This is an optimization exercise on Yosys and OpenROAD, whose aim is small area and a short achievable clock period, not a production implementation.
Where RTL was checked, it was by simulation tests only, not by an equivalence proof against the original.
Only the layout flow was run in run 1; the RTL was not checked for function there.
No activity file was given, so power comes from the tool's default toggle rates.

==> design/flow/design.v <==
`timescale 1ns / 1ps
module Fuzzy_logic_based_tuner(
 input clk, rst, enable,
 input [10:0] err,
 input [10:0] D,
 input valid,
 output reg [3:0] Kp, Kd
 );
   wire e_hi = ~err[10] & ((|err[9:4]) | (err[3:0] > 4'd10));
   wire e_lo =  err[10] & (~(&err[9:4]) | (err[3:0] < 4'd6));
   wire [3:0] e_abs = err[10] ? (4'd0 - err[3:0]) : err[3:0];
   wire [3:0] a = (e_hi | e_lo) ? 4'd10 : e_abs;
   wire d_hi = ~D[10] & ((|D[9:4]) | (D[3:0] > 4'd10));
   wire d_lo =  D[10] & (~(&D[9:4]) | (D[3:0] < 4'd6));
   wire [3:0] d_abs = D[10] ? (4'd0 - D[3:0]) : D[3:0];
   wire [3:0] b = (d_hi | d_lo) ? 4'd10 : d_abs;
   wire same = ~(err[10] ^ D[10]);
   reg [7:0] kpd;
   always @* begin
      case ({same, a, b})
        9'd0: kpd = 8'h12;
        9'd1: kpd = 8'h13;
        9'd2: kpd = 8'h14;
        9'd3: kpd = 8'h15;
        9'd4: kpd = 8'h26;
        9'd5: kpd = 8'h27;
        9'd6: kpd = 8'h28;
        9'd7: kpd = 8'h39;
        9'd8: kpd = 8'h3a;
        9'd9: kpd = 8'h3b;
        9'd10: kpd = 8'h4c;
        9'd16: kpd = 8'h12;
        9'd17: kpd = 8'h13;
        9'd18: kpd = 8'h24;
        9'd19: kpd = 8'h25;
        9'd20: kpd = 8'h26;
        9'd21: kpd = 8'h27;
        9'd22: kpd = 8'h38;
        9'd23: kpd = 8'h39;
        9'd24: kpd = 8'h39;
        9'd25: kpd = 8'h4a;
        9'd26: kpd = 8'h4b;
        9'd32: kpd = 8'h13;
        9'd33: kpd = 8'h24;
        9'd34: kpd = 8'h24;
        9'd35: kpd = 8'h25;
        9'd36: kpd = 8'h36;
        9'd37: kpd = 8'h37;
        9'd38: kpd = 8'h38;
        9'd39: kpd = 8'h39;
        9'd40: kpd = 8'h49;
        9'd41: kpd = 8'h49;
        9'd42: kpd = 8'h4a;
        9'd48: kpd = 8'h14;
        9'd49: kpd = 8'h24;
        9'd50: kpd = 8'h25;
        9'd51: kpd = 8'h35;
        9'd52: kpd = 8'h36;
        9'd53: kpd = 8'h37;
        9'd54: kpd = 8'h38;
        9'd55: kpd = 8'h49;
        9'd56: kpd = 8'h49;
        9'd57: kpd = 8'h49;
        9'd58: kpd = 8'h49;
        9'd64: kpd = 8'h24;
        9'd65: kpd = 8'h25;
        9'd66: kpd = 8'h36;
        9'd67: kpd = 8'h36;
        9'd68: kpd = 8'h36;
        9'd69: kpd = 8'h37;
        9'd70: kpd = 8'h48;
        9'd71: kpd = 8'h48;
        9'd72: kpd = 8'h48;
        9'd73: kpd = 8'h48;
        9'd74: kpd = 8'h58;
        9'd80: kpd = 8'h25;
        9'd81: kpd = 8'h26;
        9'd82: kpd = 8'h36;
        9'd83: kpd = 8'h37;
        9'd84: kpd = 8'h37;
        9'd85: kpd = 8'h47;
        9'd86: kpd = 8'h47;
        9'd87: kpd = 8'h47;
        9'd88: kpd = 8'h47;
        9'd89: kpd = 8'h57;
        9'd90: kpd = 8'h57;
        9'd96: kpd = 8'h26;
        9'd97: kpd = 8'h36;
        9'd98: kpd = 8'h37;
        9'd99: kpd = 8'h37;
        9'd100: kpd = 8'h47;
        9'd101: kpd = 8'h47;
        9'd102: kpd = 8'h46;
        9'd103: kpd = 8'h46;
        9'd104: kpd = 8'h56;
        9'd105: kpd = 8'h56;
        9'd106: kpd = 8'h56;
        9'd112: kpd = 8'h36;
        9'd113: kpd = 8'h37;
        9'd114: kpd = 8'h37;
        9'd115: kpd = 8'h48;
        9'd116: kpd = 8'h47;
        9'd117: kpd = 8'h47;
        9'd118: kpd = 8'h46;
        9'd119: kpd = 8'h45;
        9'd120: kpd = 8'h55;
        9'd121: kpd = 8'h55;
        9'd122: kpd = 8'h65;
        9'd128: kpd = 8'h37;
        9'd129: kpd = 8'h38;
        9'd130: kpd = 8'h48;
        9'd131: kpd = 8'h47;
        9'd132: kpd = 8'h47;
        9'd133: kpd = 8'h46;
        9'd134: kpd = 8'h56;
        9'd135: kpd = 8'h55;
        9'd136: kpd = 8'h54;
        9'd137: kpd = 8'h54;
        9'd138: kpd = 8'h64;
        9'd144: kpd = 8'h38;
        9'd145: kpd = 8'h48;
        9'd146: kpd = 8'h48;
        9'd147: kpd = 8'h47;
        9'd148: kpd = 8'h46;
        9'd149: kpd = 8'h56;
        9'd150: kpd = 8'h55;
        9'd151: kpd = 8'h54;
        9'd152: kpd = 8'h54;
        9'd153: kpd = 8'h63;
        9'd154: kpd = 8'h63;
        9'd160: kpd = 8'h49;
        9'd161: kpd = 8'h48;
        9'd162: kpd = 8'h47;
        9'd163: kpd = 8'h46;
        9'd164: kpd = 8'h56;
        9'd165: kpd = 8'h55;
        9'd166: kpd = 8'h54;
        9'd167: kpd = 8'h64;
        9'd168: kpd = 8'h63;
        9'd169: kpd = 8'h62;
        9'd170: kpd = 8'h72;
        9'd256: kpd = 8'h12;
        9'd257: kpd = 8'h13;
        9'd258: kpd = 8'h14;
        9'd259: kpd = 8'h15;
        9'd260: kpd = 8'h26;
        9'd261: kpd = 8'h27;
        9'd262: kpd = 8'h28;
        9'd263: kpd = 8'h39;
        9'd264: kpd = 8'h3a;
        9'd265: kpd = 8'h3b;
        9'd266: kpd = 8'h4c;
        9'd272: kpd = 8'h12;
        9'd273: kpd = 8'h13;
        9'd274: kpd = 8'h14;
        9'd275: kpd = 8'h15;
        9'd276: kpd = 8'h26;
        9'd277: kpd = 8'h27;
        9'd278: kpd = 8'h28;
        9'd279: kpd = 8'h39;
        9'd280: kpd = 8'h39;
        9'd281: kpd = 8'h3a;
        9'd282: kpd = 8'h4b;
        9'd288: kpd = 8'h13;
        9'd289: kpd = 8'h14;
        9'd290: kpd = 8'h14;
        9'd291: kpd = 8'h15;
        9'd292: kpd = 8'h26;
        9'd293: kpd = 8'h27;
        9'd294: kpd = 8'h28;
        9'd295: kpd = 8'h39;
        9'd296: kpd = 8'h39;
        9'd297: kpd = 8'h3a;
        9'd298: kpd = 8'h4b;
        9'd304: kpd = 8'h14;
        9'd305: kpd = 8'h14;
        9'd306: kpd = 8'h15;
        9'd307: kpd = 8'h15;
        9'd308: kpd = 8'h26;
        9'd309: kpd = 8'h27;
        9'd310: kpd = 8'h28;
        9'd311: kpd = 8'h39;
        9'd312: kpd = 8'h39;
        9'd313: kpd = 8'h3a;
        9'd314: kpd = 8'h4b;
        9'd320: kpd = 8'h24;
        9'd321: kpd = 8'h25;
        9'd322: kpd = 8'h26;
        9'd323: kpd = 8'h26;
        9'd324: kpd = 8'h26;
        9'd325: kpd = 8'h27;
        9'd326: kpd = 8'h28;
        9'd327: kpd = 8'h38;
        9'd328: kpd = 8'h39;
        9'd329: kpd = 8'h3a;
        9'd330: kpd = 8'h4a;
        9'd336: kpd = 8'h25;
        9'd337: kpd = 8'h26;
        9'd338: kpd = 8'h26;
        9'd339: kpd = 8'h27;
        9'd340: kpd = 8'h27;
        9'd341: kpd = 8'h27;
        9'd342: kpd = 8'h28;
        9'd343: kpd = 8'h28;
        9'd344: kpd = 8'h39;
        9'd345: kpd = 8'h39;
        9'd346: kpd = 8'h4a;
        9'd352: kpd = 8'h26;
        9'd353: kpd = 8'h26;
        9'd354: kpd = 8'h27;
        9'd355: kpd = 8'h27;
        9'd356: kpd = 8'h27;
        9'd357: kpd = 8'h27;
        9'd358: kpd = 8'h27;
        9'd359: kpd = 8'h38;
        9'd360: kpd = 8'h38;
        9'd361: kpd = 8'h39;
        9'd362: kpd = 8'h4a;
        9'd368: kpd = 8'h36;
        9'd369: kpd = 8'h37;
        9'd370: kpd = 8'h37;
        9'd371: kpd = 8'h38;
        9'd372: kpd = 8'h38;
        9'd373: kpd = 8'h27;
        9'd374: kpd = 8'h38;
        9'd375: kpd = 8'h38;
        9'd376: kpd = 8'h38;
        9'd377: kpd = 8'h39;
        9'd378: kpd = 8'h49;
        9'd384: kpd = 8'h37;
        9'd385: kpd = 8'h38;
        9'd386: kpd = 8'h38;
        9'd387: kpd = 8'h38;
        9'd388: kpd = 8'h38;
        9'd389: kpd = 8'h38;
        9'd390: kpd = 8'h38;
        9'd391: kpd = 8'h38;
        9'd392: kpd = 8'h38;
        9'd393: kpd = 8'h38;
        9'd394: kpd = 8'h49;
        9'd400: kpd = 8'h38;
        9'd401: kpd = 8'h38;
        9'd402: kpd = 8'h38;
        9'd403: kpd = 8'h38;
        9'd404: kpd = 8'h38;
        9'd405: kpd = 8'h38;
        9'd406: kpd = 8'h38;
        9'd407: kpd = 8'h38;
        9'd408: kpd = 8'h38;
        9'd409: kpd = 8'h38;
        9'd410: kpd = 8'h49;
        9'd416: kpd = 8'h49;
        9'd417: kpd = 8'h49;
        9'd418: kpd = 8'h49;
        9'd419: kpd = 8'h49;
        9'd420: kpd = 8'h49;
        9'd421: kpd = 8'h49;
        9'd422: kpd = 8'h49;
        9'd423: kpd = 8'h49;
        9'd424: kpd = 8'h49;
        9'd425: kpd = 8'h49;
        9'd426: kpd = 8'h49;
        default: kpd = 8'h00;
      endcase
   end
   always @(posedge clk) begin
      if (rst) begin
         Kp <= 0;
         Kd <= 0;
      end else if (enable) begin
         Kp <= valid ? kpd[7:4] : 4'd0;
         Kd <= valid ? kpd[3:0] : 4'd0;
      end
   end
endmodule
`timescale 1ns / 1ps
module PID_Controller(
 input clk, rst, en,
 input [9:0] target_vel,
 input [9:0] current_vel,
 input [3:0] Ki, Kp, Kd,
 output reg [10:0] err,
 output [10:0] D,
 output reg valid,
 output [9:0] vel_output
 );
   reg [10:0] perr;
   reg [9:0]  accb;
   reg        pv, pvo;
   wire [10:0] E = {1'b0, target_vel} - {1'b0, current_vel};
   assign D = err - perr;
   wire [9:0] diff = pvo ? D[9:0] : err[9:0];
   wire [9:0] acc_s = accb + err[9:0];
   wire [9:0] acc = pv ? acc_s : 10'd0;
   wire [9:0] p0 = Kp[0] ? err[9:0] : 10'd0;
   wire [9:0] p1 = Kp[1] ? {err[8:0], 1'b0} : 10'd0;
   wire [9:0] p2 = Kp[2] ? {err[7:0], 2'b0} : 10'd0;
   wire [9:0] p3 = Kp[3] ? {err[6:0], 3'b0} : 10'd0;
   wire [9:0] d0 = Kd[0] ? diff : 10'd0;
   wire [9:0] d1 = Kd[1] ? {diff[8:0], 1'b0} : 10'd0;
   wire [9:0] d2 = Kd[2] ? {diff[7:0], 2'b0} : 10'd0;
   wire [9:0] d3 = Kd[3] ? {diff[6:0], 3'b0} : 10'd0;
   function [19:0] csa(input [9:0] a, input [9:0] b, input [9:0] c);
      csa = {(a & b | a & c | b & c) << 1, a ^ b ^ c};
   endfunction
   wire [9:0] s1, c1, s2, c2, s3, c3, s4, c4, s5, c5, rs, rc;
   assign {c1, s1} = csa(p0, p1, p2);
   assign {c2, s2} = csa(d0, d1, d2);
   assign {c3, s3} = csa(s1, c1, p3);
   assign {c4, s4} = csa(s2, c2, d3);
   assign {c5, s5} = csa(s3, c3, s4);
   assign {rc, rs} = csa(s5, c5, c4);
   reg [9:0] vs, vc;
   wire go = en & ~rst;
   wire [9:0] hs = rst ? 10'd0 : (en ? rs : vs);
   wire [9:0] hc = rst ? 10'd0 : (en ? rc : vc);
   wire [3:0] kg = Ki & {4{go}};
   wire [9:0] i0 = kg[0] ? acc : 10'd0;
   wire [9:0] i1 = kg[1] ? {acc[8:0], 1'b0} : 10'd0;
   wire [9:0] i2 = kg[2] ? {acc[7:0], 2'b0} : 10'd0;
   wire [9:0] i3 = kg[3] ? {acc[6:0], 3'b0} : 10'd0;
   wire [9:0] s6, c6, s7, c7, s8, c8, ns, nc;
   assign {c6, s6} = csa(i0, i1, i2);
   assign {c7, s7} = csa(i3, hs, hc);
   assign {c8, s8} = csa(s6, c6, s7);
   assign {nc, ns} = csa(s8, c8, c7);
   assign vel_output = vs + vc;
   always @(posedge clk) begin
      vs <= ns;
      vc <= nc;
      accb <= pv ? acc_s : 10'd0;
      if (rst) begin
         err <= 0;
         perr <= 0;
         pv <= 0;
         pvo <= 0;
         valid <= 0;
      end else if (en) begin
         err <= E;
         perr <= err;
         pv <= 1'b1;
         pvo <= pv;
         valid <= 1'b1;
      end else begin
         pv <= 1'b0;
      end
   end
endmodule
`timescale 1ns / 1ps
module Main_module(
 input clk,
 input rst,
 input enable,
 input [9:0] target_vel,
 input [9:0] current_vel,
 input [3:0] Ki,
 output [3:0] Kp,
 output [3:0] Kd,
 output [9:0] vel_output
 );
   wire [10:0] err, D;
   wire        valid;
   PID_Controller XLXI_1 (.clk(clk), .rst(rst), .en(enable),
                          .target_vel(target_vel), .current_vel(current_vel),
                          .Ki(Ki), .Kp(Kp), .Kd(Kd),
                          .err(err), .D(D), .valid(valid),
                          .vel_output(vel_output));
   Fuzzy_logic_based_tuner XLXI_2 (.clk(clk), .rst(rst), .enable(enable),
                                   .err(err), .D(D), .valid(valid),
                                   .Kp(Kp), .Kd(Kd));
endmodule
==> design/flow/run.sh <==
#!/bin/bash
# synth_recipe.tcl (not shown) runs the flow's synth.tcl, then flattens the netlist and writes it again
# the make line also repeats each setting of config.mk as NAME=value (left out here)
make -C /OpenROAD-flow-scripts/flow DESIGN_CONFIG=/design/flow/config.mk WORK_HOME=/design/flow/orfs CLKGATE_MAP_FILE= SYNTH_SCRIPT=/design/flow/synth_recipe.tcl finish
==> design/flow/config.mk <==
export PLATFORM = sky130hd
export DESIGN_NAME = Main_module
export DESIGN_NICKNAME = Main_module
export VERILOG_FILES = /design/flow/design.v
export SDC_FILE = /design/flow/constraint.sdc
export NUM_CORES = 4
export LEC_CHECK = 0
export CAP_MARGIN = 20
export CORE_MARGIN = 2
export CORE_UTILIZATION = 40
export SLEW_MARGIN = 20
==> design/flow/constraint.sdc <==
create_clock -name core_clock -period 22.0 [get_ports {clk}]
set_input_delay 4.4000 -clock core_clock [delete_from_list [all_inputs] [get_ports {clk}]]
set_output_delay 4.4000 -clock core_clock [all_outputs]
set_load 0.01 [all_outputs]
==> results.py, run 1 <==
metrics = {
    "outcome": {
        "outcome": "finished clean",
    },
    "layout": {
        "utilization_pct": 45.15,
        "fin_nets": 1224,
        "drive_above_1_share_pct": 5.150,
        "diodes": 0,
        "mostFrequentLayoutCells": "nor2_1, nand2_1, inv_1, ha_1, fa_1",
        "area_growth_syn_to_layout_pct": 10.30,
        "layout_commonest_cell": "nor2_1",
    },
    "setup_path": {
        "crit_cells": 14,
        "r2r-end": "XLXI_1.vs[9]",
        "endpoint_kind": "flop",
        "slowest_delay_ns": 0.50,
        "path_buf_inv": 3,
        "r2r_setup_slack_ns": 14.27,
        "required_ns": 22.23,
        "r2r.worst_path.cells": 24,
        "worstSetupStartpoint": "enable",
        "cp.arrival_ns": 8.51,
        "worstReg2RegStart": "XLXI_1.err[0]",
        "crit_end": "XLXI_1.vs[9]",
        "cp_cell_sequence": "buf_2, buf_4, inv_1, nor2_1, nand2_1, nor2_1, fa_1, fa_1, xor2_1, xnor2_1, xnor2_1, xnor3_1, xnor2_1, xnor2_1",
        "crit_path_frequent_cell": "xnor2_1",
        "worstSetupPathType": "input port to flop",
        "path_max_fanout": 48,
        "critPathTopFamily": "XOR/XNOR gates",
        "crit_slowest_cell": "buf_4",
        "crit_path_start_kind": "input port",
    },
    "pwr": {
        "p_comb_share_pct": 46.8,
        "peakVddDrop_uv": 36.10,
        "powerDensity_nw_per_um2": 55.54,
        "p_sw_share_pct": 42.62,
        "intPower_uw": 293.0,
        "clkPwrFrac_pct": 27.5,
        "pwr-share-seq_pct": 25.7,
        "p_switching_uw": 217.6,
        "power.leakage_uw": 0.003914,
    },
    "yosys": {
        "ys_seq_elements": 60,
        "synthFlopType": "dfxtp_1",
        "synth_edf_count": 0,
        "yosys_warnings": 2,
        "synth.avg_cell_area_um2": 7.850,
        "async_flop_share_pct": 0,
        "synth_seq_area_share_pct": 14.41,
        "synth_area_um2": 8337,
        "syn_inst": 1062,
        "synthesis.nets": 1223,
        "ys_types": 83,
    },
    "global_route": {
        "grt_max_degree": 49,
        "grt.overflow.total": 0,
        "grt_antenna_before_repair": 0,
        "grt_pass1_vias": 7463,
        "grt_pass1_wl_mm": 39.59,
        "gr-usage-all-layers_pct": 22.60,
    },
    "clock_tree": {
        "post-cts-setup-buffers": 0,
        "cts_hold_buffers": 0,
        "cts_buffer_depth": 2,
        "clkTransAtPathRegs_ns": 0.05,
        "clock_latency_ns": 0.34,
        "cts_buffers": 9,
        "cts.repair.resized": 0,
        "clock-sinks": 60,
        "cts_root_buf": "clkbuf_16",
        "ctsHtreeMaxLevel": 3,
        "cts_tree": "built",
    },
    "floorplanning": {
        "chipWidth_um": 148.4,
        "die_area_um2": 22010,
        "start_util_pct": 40.94,
        "io_pins": 45,
        "fp.coreArea_um2": 20360,
        "core.rowCount": 52,
        "die_h_um": 148.4,
    },
    "placement": {
        "dp_hpwl_mm": 17.89,
        "pre_cts_ws_ns": 13.39,
        "portBuffers": 43,
        "place_congestion": 0.9969,
    },
    "timing": {
        "tightestPinTransition_ns": 0.8530,
        "slew_headroom_pct": 43.13,
        "fmax_ghz": 0.1207,
        "min_period_over_period_pct": 37.67,
        "period_needed_ns": 8.287,
        "final-hold-violation-count": 0,
        "tns_ns": 0,
        "final_max_slew_viol_count": 0,
        "finalSetupViolCount": 0,
        "finalClockSkew_ns": 0.01162,
        "fin_ws_ns": 13.71,
        "rsz0062_at_grt": "no",
    },
    "detailed_routing": {
        "first_pass_iters": 6,
        "antenna_left": 0,
        "vias": 7707,
        "wl_per_cell_um": 17.96,
        "drtIter0Drc": 760,
        "vias_per_cell": 5.760,
        "totalWireLength_mm": 24.04,
        "drc": 0,
    },
    "worst_hold_path": {
        "hold_class": "flop to flop",
    },
    "run": {
        "drv_cap": 0,
    },
}
cells by family after synthesis:
| logic type | share of synthesized area, % |
|---|---|
| XOR/XNOR | 5.268 |
| other | 0.04498 |
| adder cells (fa/ha/maj) | 25.69 |
| multiplexers | 4.247 |
| flip-flops | 14.41 |
| buffers and inverters | 8.164 |
| AND/OR/NAND/NOR | 21.84 |
| AO/OA/AOI/OAI | 20.34 |
through the flow:
stage               std cells  total power (µW)  instance area, µm²  hold slack, ns
finish                   1338             510.7                9195          0.4745
global route             1338             543.9                9195          0.5243
CTS                      1338             510.2                9195          0.4769
detailed placement       1322             366.8                8910          0.4657
global placement         1322             366.2                8910          0.4570
floorplan                1062             299.9                8337          0.4347
worst min-delay path: cells and delay by family (launching register included):
kind	cells	cell delay (ns)
flops	1	0.33
simple gates	2	0.10
cell type report:
type | count | area [µm²]
Timing Repair Buffer | 54 | 503.0
Inverter | 106 | 397.9
Sequential cell | 60 | 1201
Fill cell | 2013 | 11170
Clock inverter | 5 | 52.55
Multi-Input combinational cell | 832 | 6470
Clock buffer | 11 | 232.7
Tap cell | 270 | 337.8
worst min path at each step:
stage	start	to	slack, ns	cells past startpoint
global placement	XLXI_1.valid	XLXI_1.valid	0.46	2
finish	XLXI_1.valid	XLXI_1.valid	0.47	2
floorplan	XLXI_1.valid	XLXI_1.valid	0.43	2
global route	XLXI_1.perr[2]	XLXI_1.perr[2]	0.52	2
CTS	XLXI_1.valid	XLXI_1.valid	0.48	2
detailed placement	XLXI_1.valid	XLXI_1.valid	0.47	2
metal layers:
metal,global-route usage (%),wire (µm),vias to the layer above
met3,3.896,1902,54
met5,0,0,-
met4,7.857,631,0
met2,34.68,10490,355
li1,-,-,3684
met1,32.11,11010,3614
sequential cells by signal (all words and copies together) (netlist names):
register and flops:
XLXI_2.Kd 4, XLXI_1.vs 10, XLXI_1.accb 10, XLXI_1.pv 1
XLXI_1.pvo 1, XLXI_2.Kp 3, XLXI_1.valid 1, XLXI_1.vc 8
XLXI_1.err 11, XLXI_1.perr 11
cell usage after synthesis, drive strengths merged, types with 9 or more instances:
cell | count | area share (%)
nor2 | 117 | 5.5
inv | 106 | 4.8
nand2 | 106 | 4.8
ha | 72 | 11
fa | 62 | 15
dfxtp | 60 | 14
a21oi | 56 | 3.4
clkbuf | 48 | 2.2
and2 | 33 | 2.5
o21ai | 33 | 2.0
xnor2 | 33 | 3.5
nor3 | 31 | 1.9
mux2i | 29 | 3.5
nand3 | 24 | 1.4
a211oi | 22 | 2.0
buf | 16 | 1.2
a21o | 15 | 1.4
nand4 | 13 | 0.98
xor2 | 12 | 1.3
o211ai | 10 | 1.1
o31ai | 10 | 0.90
nand2b | 9 | 0.68
nor2b | 9 | 0.68
nor4 | 9 | 0.86
power groups by stage:
| stage | Clock (µW) | Combinational [µW] | Sequential [µW] |
|---|---|---|---|
| floorplan | 0 | 175 | 125 |
| global placement | 0 | 233 | 134 |
| detailed placement | 0 | 233 | 134 |
| CTS | 144 | 234 | 131 |
| global route | 150 | 261 | 133 |
| finish | 141 | 239 | 131 |
==> inputs of run 2 (changes only) <==
--- a/design/flow/design.v
+++ b/design/flow/design.v
@@ -2,22 +2,18 @@
 module Fuzzy_logic_based_tuner(
  input clk, rst, enable,
  input [10:0] err,
- input [10:0] D,
- input valid,
+ input [3:0] dmag,
+ input dneg,
  output reg [3:0] Kp, Kd
  );
    wire e_hi = ~err[10] & ((|err[9:4]) | (err[3:0] > 4'd10));
    wire e_lo =  err[10] & (~(&err[9:4]) | (err[3:0] < 4'd6));
    wire [3:0] e_abs = err[10] ? (4'd0 - err[3:0]) : err[3:0];
    wire [3:0] a = (e_hi | e_lo) ? 4'd10 : e_abs;
-   wire d_hi = ~D[10] & ((|D[9:4]) | (D[3:0] > 4'd10));
-   wire d_lo =  D[10] & (~(&D[9:4]) | (D[3:0] < 4'd6));
-   wire [3:0] d_abs = D[10] ? (4'd0 - D[3:0]) : D[3:0];
-   wire [3:0] b = (d_hi | d_lo) ? 4'd10 : d_abs;
-   wire same = ~(err[10] ^ D[10]);
+   wire same = ~(err[10] ^ dneg);
    reg [7:0] kpd;
    always @* begin
-      case ({same, a, b})
+      case ({same, a, dmag})
         9'd0: kpd = 8'h12;
         9'd1: kpd = 8'h13;
         9'd2: kpd = 8'h14;
@@ -268,8 +264,8 @@
          Kp <= 0;
          Kd <= 0;
       end else if (enable) begin
-         Kp <= valid ? kpd[7:4] : 4'd0;
-         Kd <= valid ? kpd[3:0] : 4'd0;
+         Kp <= kpd[7:4];
+         Kd <= kpd[3:0];
       end
    end
 endmodule
@@ -280,69 +276,39 @@
  input [9:0] current_vel,
  input [3:0] Ki, Kp, Kd,
  output reg [10:0] err,
- output [10:0] D,
- output reg valid,
- output [9:0] vel_output
+ output reg [3:0] dmag,
+ output reg dneg,
+ output reg [9:0] vel_output
  );
-   reg [10:0] perr;
-   reg [9:0]  accb;
-   reg        pv, pvo;
+   reg [9:0] diff, acc;
+   reg       pv;
    wire [10:0] E = {1'b0, target_vel} - {1'b0, current_vel};
-   assign D = err - perr;
-   wire [9:0] diff = pvo ? D[9:0] : err[9:0];
-   wire [9:0] acc_s = accb + err[9:0];
-   wire [9:0] acc = pv ? acc_s : 10'd0;
-   wire [9:0] p0 = Kp[0] ? err[9:0] : 10'd0;
-   wire [9:0] p1 = Kp[1] ? {err[8:0], 1'b0} : 10'd0;
-   wire [9:0] p2 = Kp[2] ? {err[7:0], 2'b0} : 10'd0;
-   wire [9:0] p3 = Kp[3] ? {err[6:0], 3'b0} : 10'd0;
-   wire [9:0] d0 = Kd[0] ? diff : 10'd0;
-   wire [9:0] d1 = Kd[1] ? {diff[8:0], 1'b0} : 10'd0;
-   wire [9:0] d2 = Kd[2] ? {diff[7:0], 2'b0} : 10'd0;
-   wire [9:0] d3 = Kd[3] ? {diff[6:0], 3'b0} : 10'd0;
-   function [19:0] csa(input [9:0] a, input [9:0] b, input [9:0] c);
-      csa = {(a & b | a & c | b & c) << 1, a ^ b ^ c};
-   endfunction
-   wire [9:0] s1, c1, s2, c2, s3, c3, s4, c4, s5, c5, rs, rc;
-   assign {c1, s1} = csa(p0, p1, p2);
-   assign {c2, s2} = csa(d0, d1, d2);
-   assign {c3, s3} = csa(s1, c1, p3);
-   assign {c4, s4} = csa(s2, c2, d3);
-   assign {c5, s5} = csa(s3, c3, s4);
-   assign {rc, rs} = csa(s5, c5, c4);
-   reg [9:0] vs, vc;
-   wire go = en & ~rst;
-   wire [9:0] hs = rst ? 10'd0 : (en ? rs : vs);
-   wire [9:0] hc = rst ? 10'd0 : (en ? rc : vc);
-   wire [3:0] kg = Ki & {4{go}};
-   wire [9:0] i0 = kg[0] ? acc : 10'd0;
-   wire [9:0] i1 = kg[1] ? {acc[8:0], 1'b0} : 10'd0;
-   wire [9:0] i2 = kg[2] ? {acc[7:0], 2'b0} : 10'd0;
-   wire [9:0] i3 = kg[3] ? {acc[6:0], 3'b0} : 10'd0;
-   wire [9:0] s6, c6, s7, c7, s8, c8, ns, nc;
-   assign {c6, s6} = csa(i0, i1, i2);
-   assign {c7, s7} = csa(i3, hs, hc);
-   assign {c8, s8} = csa(s6, c6, s7);
-   assign {nc, ns} = csa(s8, c8, c7);
-   assign vel_output = vs + vc;
+   wire [10:0] D = E - err;
+   wire d_hi = ~D[10] & ((|D[9:4]) | (D[3:0] > 4'd10));
+   wire d_lo =  D[10] & (~(&D[9:4]) | (D[3:0] < 4'd6));
+   wire [3:0] d_abs = D[10] ? (4'd0 - D[3:0]) : D[3:0];
+   wire [3:0] d_mag = (d_hi | d_lo) ? 4'd10 : d_abs;
+   wire [9:0] vel_w = Kp * err[9:0] + Ki * acc + Kd * diff;
    always @(posedge clk) begin
-      vs <= ns;
-      vc <= nc;
-      accb <= pv ? acc_s : 10'd0;
       if (rst) begin
          err <= 0;
-         perr <= 0;
+         diff <= 0;
+         acc <= 0;
          pv <= 0;
-         pvo <= 0;
-         valid <= 0;
+         dmag <= 4'd15;
+         dneg <= 0;
+         vel_output <= 0;
       end else if (en) begin
+         vel_output <= vel_w;
          err <= E;
-         perr <= err;
+         diff <= pv ? D[9:0] : E[9:0];
+         acc <= acc + E[9:0];
          pv <= 1'b1;
-         pvo <= pv;
-         valid <= 1'b1;
+         dmag <= d_mag;
+         dneg <= D[10];
       end else begin
          pv <= 1'b0;
+         acc <= 0;
       end
    end
 endmodule
@@ -358,14 +324,15 @@
  output [3:0] Kd,
  output [9:0] vel_output
  );
-   wire [10:0] err, D;
-   wire        valid;
+   wire [10:0] err;
+   wire [3:0]  dmag;
+   wire        dneg;
    PID_Controller XLXI_1 (.clk(clk), .rst(rst), .en(enable),
                           .target_vel(target_vel), .current_vel(current_vel),
                           .Ki(Ki), .Kp(Kp), .Kd(Kd),
-                          .err(err), .D(D), .valid(valid),
+                          .err(err), .dmag(dmag), .dneg(dneg),
                           .vel_output(vel_output));
    Fuzzy_logic_based_tuner XLXI_2 (.clk(clk), .rst(rst), .enable(enable),
-                                   .err(err), .D(D), .valid(valid),
+                                   .err(err), .dmag(dmag), .dneg(dneg),
                                    .Kp(Kp), .Kd(Kd));
 endmodule
==> run 2 against run 1 <==
Still clean on timing, DRC and antenna. Hold slack improved by 0.0091 ns. Global-route usage decreased by 1.0 points. Highest routed layer unchanged. Die area decreased by 7.6%. Routed wire length decreased by 12%. Sequential cell count fell by 6. First-iteration DRC count decreased by 36%. Critical path type unchanged. Critical path depth grew 5.
==> results.py, run 2 <==
metrics = {
    "outcome": {
        "outcome": "finished clean",
    },
    "pwr": {
        "p_switching_uw": 263.7,
        "design_power_total_uw": 565.9,
        "power.leakage_uw": 0.003583,
        "powerDensity_nw_per_um2": 67.21,
        "peakVddDrop_uv": 36.39,
        "pwr-share-seq_pct": 24.2,
        "intPower_uw": 302.1,
        "p_comb_share_pct": 60.2,
        "clkPwrFrac_pct": 15.5,
        "p_sw_share_pct": 46.61,
    },
    "layout": {
        "mostFrequentLayoutCells": "inv_1, nand2_1, nor2_1, ha_1, fa_1",
        "diodes": 0,
        "regMostFlops": "XLXI_1.err",
        "layout_commonest_cell": "inv_1",
        "fin_area_um2": 8419,
        "drive_above_1_share_pct": 4.442,
        "largest_reg_flops": 11,
        "fin_nets": 1127,
        "area_growth_syn_to_layout_pct": 9.593,
        "fillers": 1917,
        "multiInputGateArea_um2": 6023,
        "utilization_pct": 44.86,
        "regArea_um2": 1081,
    },
    "yosys": {
        "synth_edf_count": 0,
        "synth_seq_area_share_pct": 14.07,
        "async_flop_share_pct": 0,
        "synthFlopType": "dfxtp_1",
        "syn_inst": 954,
        "synth_area_leader_cell": "fa_1",
        "yosys.area.top_type_share_pct": 16.16,
        "synth_area_um2": 7682,
        "ys_types": 77,
        "synth_area_leaders": "fa_1, dfxtp_1, ha_1, xnor2_1, inv_1",
        "synth_common_cells": "inv_1, nand2_1, nor2_1",
        "yosys_warnings": 2,
        "synth.avg_cell_area_um2": 8.053,
        "synthesis.nets": 1114,
        "yosysMostFrequentCell": "inv_1",
        "ys_seq_elements": 54,
    },
    "detailed_routing": {
        "vias_per_cell": 5.669,
        "vias": 6814,
        "antenna_left": 0,
        "drtIter0Drc": 484,
        "drc": 0,
        "totalWireLength_mm": 21.20,
        "wl_per_cell_um": 17.64,
        "first_pass_iters": 5,
    },
    "run": {
        "drv_cap": 0,
    },
    "timing": {
        "rsz0062_at_grt": "no",
        "min_period_over_period_pct": 42.84,
        "hold_ws_ns": 0.4836,
        "final-hold-violation-count": 0,
        "tns_ns": 0,
        "slew_headroom_pct": 44.92,
        "period_needed_ns": 9.424,
        "finalSetupViolCount": 0,
        "final_max_slew_viol_count": 0,
        "fmax_ghz": 0.1061,
        "tightestPinTransition_ns": 0.8202,
        "finalClockSkew_ns": 0.006104,
    },
    "clock_tree": {
        "clkTransAtPathRegs_ns": 0.07,
        "post-cts-setup-buffers": 0,
        "cts_tree": "built",
        "clock-sinks": 54,
        "cts_root_buf": "clkbuf_16",
        "cts.repair.resized": 0,
        "clock_latency_ns": 0.32,
        "cts_hold_buffers": 0,
        "cts_buffers": 5,
        "ctsHtreeMaxLevel": 2,
        "cts_buffer_depth": 2,
    },
    "global_route": {
        "grt_max_degree": 58,
        "grt.overflow.total": 0,
        "gr-usage-all-layers_pct": 21.60,
        "grt_pass1_vias": 6627,
        "grt_antenna_before_repair": 0,
        "grt_pass1_wl_mm": 34.93,
    },
    "setup_path": {
        "path_max_fanout": 10,
        "r2r.worst_path.cells": 18,
        "endpoint_kind": "flop",
        "crit_path_start_kind": "input port",
        "cp.arrival_ns": 9.66,
        "worstSetupPathType": "input port to flop",
        "required_ns": 22.24,
    },
    "placement": {
        "dp_hpwl_mm": 16.35,
        "portBuffers": 43,
        "place_congestion": 0.9065,
        "placed_area_um2": 8265,
    },
    "floorplanning": {
        "die_area_um2": 20330,
        "die_h_um": 142.6,
        "chipWidth_um": 142.6,
        "fp.coreArea_um2": 18770,
        "io_pins": 45,
        "start_util_pct": 40.93,
        "core.rowCount": 50,
    },
    "worst_hold_path": {
        "hold_depth": 2,
        "hold_class": "flop to flop",
    },
}
[run 2: final cells by class]
type	count	share of cell area, %
Timing Repair Buffer	52	5.855
Tap cell	234	3.477
Multi-Input combinational cell	754	71.54
Inverter	100	4.458
Clock inverter	3	0.3418
Sequential cell	54	12.84
Clock buffer	5	1.486
[run 2: power by group through the flow]
stage                     Combinational (µW)  Clock (µW)  Sequential, µW
final                                    341        87.9             137
after CTS                                341        90.0             137
after floorplan                          256           0             129
after global routing                     381        94.1             139
after global placement                   335           0             139
after detailed placement                 338           0             139
[run 2: routing by layer]
metal / wire, µm / GRT usage, % / part of all wire [%] / up-vias
met3: 1321 / 3.264 / 6.2 / 24
met4: 366 / 6.045 / 1.7 / 0
li1: - / - / - / 3325
met1: 9957 / 30.82 / 47 / 3232
met5: 0 / 0 / 0 / -
met2: 9558 / 33.96 / 45 / 233
[run 2: path summary, 6_finish.rpt]
kind,from,to,slack [ns]
min,XLXI_1.vel_output[4],XLXI_1.vel_output[4],0.48
min reg2reg,XLXI_1.vel_output[4],XLXI_1.vel_output[4],0.48
max,Ki[0],XLXI_1.vel_output[9],12.58
max reg2reg,XLXI_2.Kd[3],XLXI_1.vel_output[9],16.83
[run 2: cells by family (layout without fill, tap and decap cells)]
family	Yosys count	after routing	share of synthesized area, %
xor gates and xnor gates	56	56	6.384
and+or+nand+nor	302	302	19.90
buffers and inverters	146	160	7.524
adders and majority gates	133	133	27.72
other	1	1	0.04881
AOI/OAI and AO/OA	230	230	20.13
DFF	54	54	14.07
muxes	32	32	4.218
[run 2: worst max-delay path, cell delays in order]
cell             delay, ns
clkdlybuf4s50_1       0.59
and2_1                0.25
fa_1                  0.53
inv_1                 0.05
fa_1                  0.48
inv_1                 0.07
fa_1                  0.54
inv_1                 0.06
fa_1                  0.51
fa_1                  0.55
inv_1                 0.07
ha_1                  0.29
a21o_1                0.15
a21oi_1               0.22
nor2b_1               0.07
o21a_1                0.18
o41ai_1               0.31
xnor2_1               0.12
a211oi_1              0.22
[run 2: through the flow]
stage | setup WS (ns) | instances
floorplan | 12.98 | 954
global placement | 12.34 | 1194
detailed placement | 12.17 | 1194
CTS | 12.50 | 1202
global route | 12.19 | 1202
finish | 12.58 | 1202

[afterwards: timing with drivers on the ports]
The flow's constraints put no driver on any port. The routed layouts listed below were extracted and timed again, unchanged, in two steps.
Step 1: set_driving_cell puts a clkbuf_16 on clk and a buf_2 on each other input, an assumption about the parent block.
Step 2 also shifts input and output timing later by t, the mid clock arrival at the registers, as if the neighbouring blocks saw the same clock.
a / b / c = ideal / step 1 / step 2; a / b = the first two.
run | t (ns) | slack for setup (ns) | worst register clock-pin slew, ns
run 1 | 0.379 | 13.713 / 13.738 / 13.359 | 0.06 / 0.06
run 2 | 0.363 | 12.576 / 12.598 / 12.234 | 0.08 / 0.08
After both steps setup and hold are still met in every run listed. The setup slack of run 1, which loses most, moves by +0.025 ns with the drivers and by -0.354 ns with both steps.
